What follows belongs to an exercise in optimizing a design on an open flow for small area; a production flow would make more cautious choices. At most, simulation tests tie the RTL to the original design; equivalence was not proved. Power and IR drop assume default switching activity.

== ember ==
// atm
module atm
	    (
	    CLK,
	    RESET,
	    TARJETA_RECIBIDA,
	    TIPO_DE_TARJETA,
	    PIN,
	    DIGITO,
	    DIGITO_STB,
	    TIPO_TRANS,
	    MONTO,
	    MONTO_STB,
	    BALANCE_ACTUALIZADO,
	    ENTREGAR_DINERO,
	    FONDOS_INSUFICIENTES,
	    PIN_INCORRECTO,
	    ADVERTENCIA,
	    BLOQUEO
	    );
export LEC_CHECK = 0
export CAP_MARGIN = 20
export CORE_MARGIN = 2
export CORE_UTILIZATION = 55
export SLEW_MARGIN = 20
export SYNTH_HIERARCHICAL = 1
create_clock -name core_clock -period 6.0 [get_ports {CLK}]
standard.sh (not shown) runs the stock make flow with config.mk's settings and CLKGATE_MAP_FILE= SYNTH_SCRIPT=/design/flow/synth_recipe.tcl, a recipe that flattens the netlist after the stock synthesis.
==> flow/flow/run.sh <==
#!/bin/bash
set -euo pipefail
W=$(pwd)
cat > "$W/flow_synth.tcl" <<EOT
proc abc {args} {
  set i [lsearch -exact \$args -script]
  set a1 \$args
  set a2 \$args
  lset a1 [expr {\$i + 1}] $W/flow/abc_adder.script
  lset a2 [expr {\$i + 1}] $W/flow/abc_map.script
  yosys abc {*}\$a1 add32
  yosys abc {*}\$a2 atm
}
source $W/synth_recipe.tcl
EOT
sed "s#SYNTH_SCRIPT=[^ ]*#SYNTH_SCRIPT=$W/flow_synth.tcl#" standard.sh > flow_standard.sh
grep -q "SYNTH_SCRIPT=$W/flow_synth.tcl" flow_standard.sh
export BUFFER_PORTS_ARGS="-buffer_cell sky130_fd_sc_hd__buf_1"
export CTS_ARGS="-sink_clustering_enable -dont_use_dummy_load -buf_list sky130_fd_sc_hd__clkbuf_4 -root_buf sky130_fd_sc_hd__clkbuf_8"
bash flow_standard.sh finish > standard_flow.log 2>&1
==> flow/flow/abc_adder.script <==
&get -n
&st
&dch
&nf
&st
&syn2
&if -g -K 6
&synch2
&nf
&st
&syn2
&if -g -K 6
&synch2
&nf
&st
&syn2
&if -g -K 6
&synch2
&nf
&st
&syn2
&if -g -K 6
&synch2
&nf
&st
&syn2
&if -g -K 6
&synch2
&nf
&put
==> flow/flow/abc_map.script <==
&get -n
&st
&deepsyn -T 60
&dch -f
&nf -R 1000
&st
&syn3
&dch -f
&nf -R 1000
&put
ember closes out successfully: all stages finished, all timing, DRC and antenna checks passed.
### ember -> garnet
Settings: CORE_UTILIZATION changed from 55 to 70.
-- flow/flow/run.sh --
<<< ember, line 17
grep -q "SYNTH_SCRIPT=$W/flow_synth.tcl" flow_standard.sh
export BUFFER_PORTS_ARGS="-buffer_cell sky130_fd_sc_hd__buf_1"
export CTS_ARGS="-sink_clustering_enable -dont_use_dummy_load -buf_list sky130_fd_sc_hd__clkbuf_4 -root_buf sky130_fd_sc_hd__clkbuf_8"
bash flow_standard.sh finish > standard_flow.log 2>&1
>>> garnet, line 17
grep -q "SYNTH_SCRIPT=$W/flow_synth.tcl" flow_standard.sh
export BUFFER_PORTS_ARGS="-buffer_cell sky130_fd_sc_hd__buf_1"
export CTS_ARGS="-sink_clustering_enable -repair_clock_nets -dont_use_dummy_load -buf_list sky130_fd_sc_hd__clkbuf_4 -root_buf sky130_fd_sc_hd__clkbuf_8"
bash flow_standard.sh finish > standard_flow.log 2>&1
==> flow/flow/abc_adder.script <==
&get -n
&st
&dch
&nf -R 30
&st
&syn2
&if -g -K 6
&synch2
&nf -R 30
&st
&syn2
&if -g -K 6
&synch2
&nf -R 30
&st
&syn2
&if -g -K 6
&synch2
&nf -R 30
&st
&syn2
&if -g -K 6
&synch2
&nf -R 30
&st
&syn2
&if -g -K 6
&synch2
&nf -R 30
&put
Notes after the runs:
garnet finished every step from synthesis to the final layout, and the layout passed the timing, design-rule and antenna checks.
Taking ember as the reference, in garnet final critical delay including setup and external delays +0.28 ns, part of the total power dissipated in combinational logic +0.3 points, power +0.011 mW.
Looking at synthesized cell count, garnet sits 2.1% below ember.
garnet vs ember: area after synthesis down slightly

--- another note on this design; it stands on its own ---

Design atm, start of the top module:
module atm
	    (
	    CLK,
	    RESET,
	    TARJETA_RECIBIDA,
	    TIPO_DE_TARJETA,
	    PIN,
	    DIGITO,
	    DIGITO_STB,
	    TIPO_TRANS,
	    MONTO,
	    MONTO_STB,
	    BALANCE_ACTUALIZADO,
	    ENTREGAR_DINERO,
	    FONDOS_INSUFICIENTES,
	    PIN_INCORRECTO,
	    ADVERTENCIA,
	    BLOQUEO
	    );
Size in the first run: about 640 cells after synthesis, ~88 flip-flops, ~65 I/O pins, ~5600 um2 of cells after synthesis.
export LEC_CHECK = 0
export CAP_MARGIN = 20
export CORE_MARGIN = 2
export CORE_UTILIZATION = 40
export SLEW_MARGIN = 20
create_clock -name core_clock -period 6.0 [get_ports {CLK}]
standard.sh (not shown) runs the stock make flow with config.mk's settings and CLKGATE_MAP_FILE= SYNTH_SCRIPT=/design/flow/synth_recipe.tcl, a recipe that flattens the netlist after the stock synthesis.
==> flow/flow/run.sh <==
#!/bin/bash
# Standard layout, with smaller port buffers, no dummy clock loads and
# the standard CTS arguments otherwise.
set -euo pipefail
export BUFFER_PORTS_ARGS="-buffer_cell sky130_fd_sc_hd__buf_1"
export CTS_ARGS="-sink_clustering_enable -repair_clock_nets -dont_use_dummy_load -buf_list sky130_fd_sc_hd__clkbuf_8 -root_buf sky130_fd_sc_hd__clkbuf_8"
bash standard.sh finish > standard_flow.log 2>&1
==> next run, changes <==
--- a/flow/flow/run.sh
+++ b/flow/flow/run.sh
@@ -6 +6 @@
-export CTS_ARGS="-sink_clustering_enable -repair_clock_nets -dont_use_dummy_load -buf_list sky130_fd_sc_hd__clkbuf_8 -root_buf sky130_fd_sc_hd__clkbuf_8"
+export CTS_ARGS="-sink_clustering_enable -repair_clock_nets -dont_use_dummy_load"
Result: Die area is unchanged. Critical path depth fell by 1. Clock-buffer cell count does not change. Wire length is about the same. Cell count stays the same.
No run of this note included a check of the RTL's function; only the layout flow was run.

==> what the ideal ports hide <==
The flow's constraints put no driver on any port. The routed layouts listed below were extracted and timed again, unchanged, in two steps.
Step 1 (the two cells are an assumption about what drives the block):
set clk [get_ports {CLK}]
set_driving_cell -lib_cell sky130_fd_sc_hd__clkbuf_16 $clk
set_driving_cell -lib_cell sky130_fd_sc_hd__buf_2 [delete_from_list [all_inputs] $clk]
Step 2, shift: input delay + t, output delay - t, t = (earliest + latest rising clock arrival at the registers) / 2. This alone moves slack from input paths to output paths.
a / b / c = no drivers / after step 1 / after step 2; a / b = the first two.
run	t, ns	setup slack, ns	worst setup path at the end	clock arrival spread, ns
ember	0.374	0.746 / 0.757 / 0.383	input to register	0.039 / 0.038
garnet	0.373	0.465 / 0.465 / 0.102	input to register	0.033 / 0.033
the first run of note 2	0.391	1.119 / 1.124 / 0.733	input to register	0.020 / 0.020
the second run of note 2	0.374	1.093 / 1.106 / 0.732	input to register	0.016 / 0.016
After both steps setup and hold are still met in every run listed. The setup slack of the first run of note 2, which loses most, moves by +0.005 ns with the drivers and by -0.386 ns with both steps.
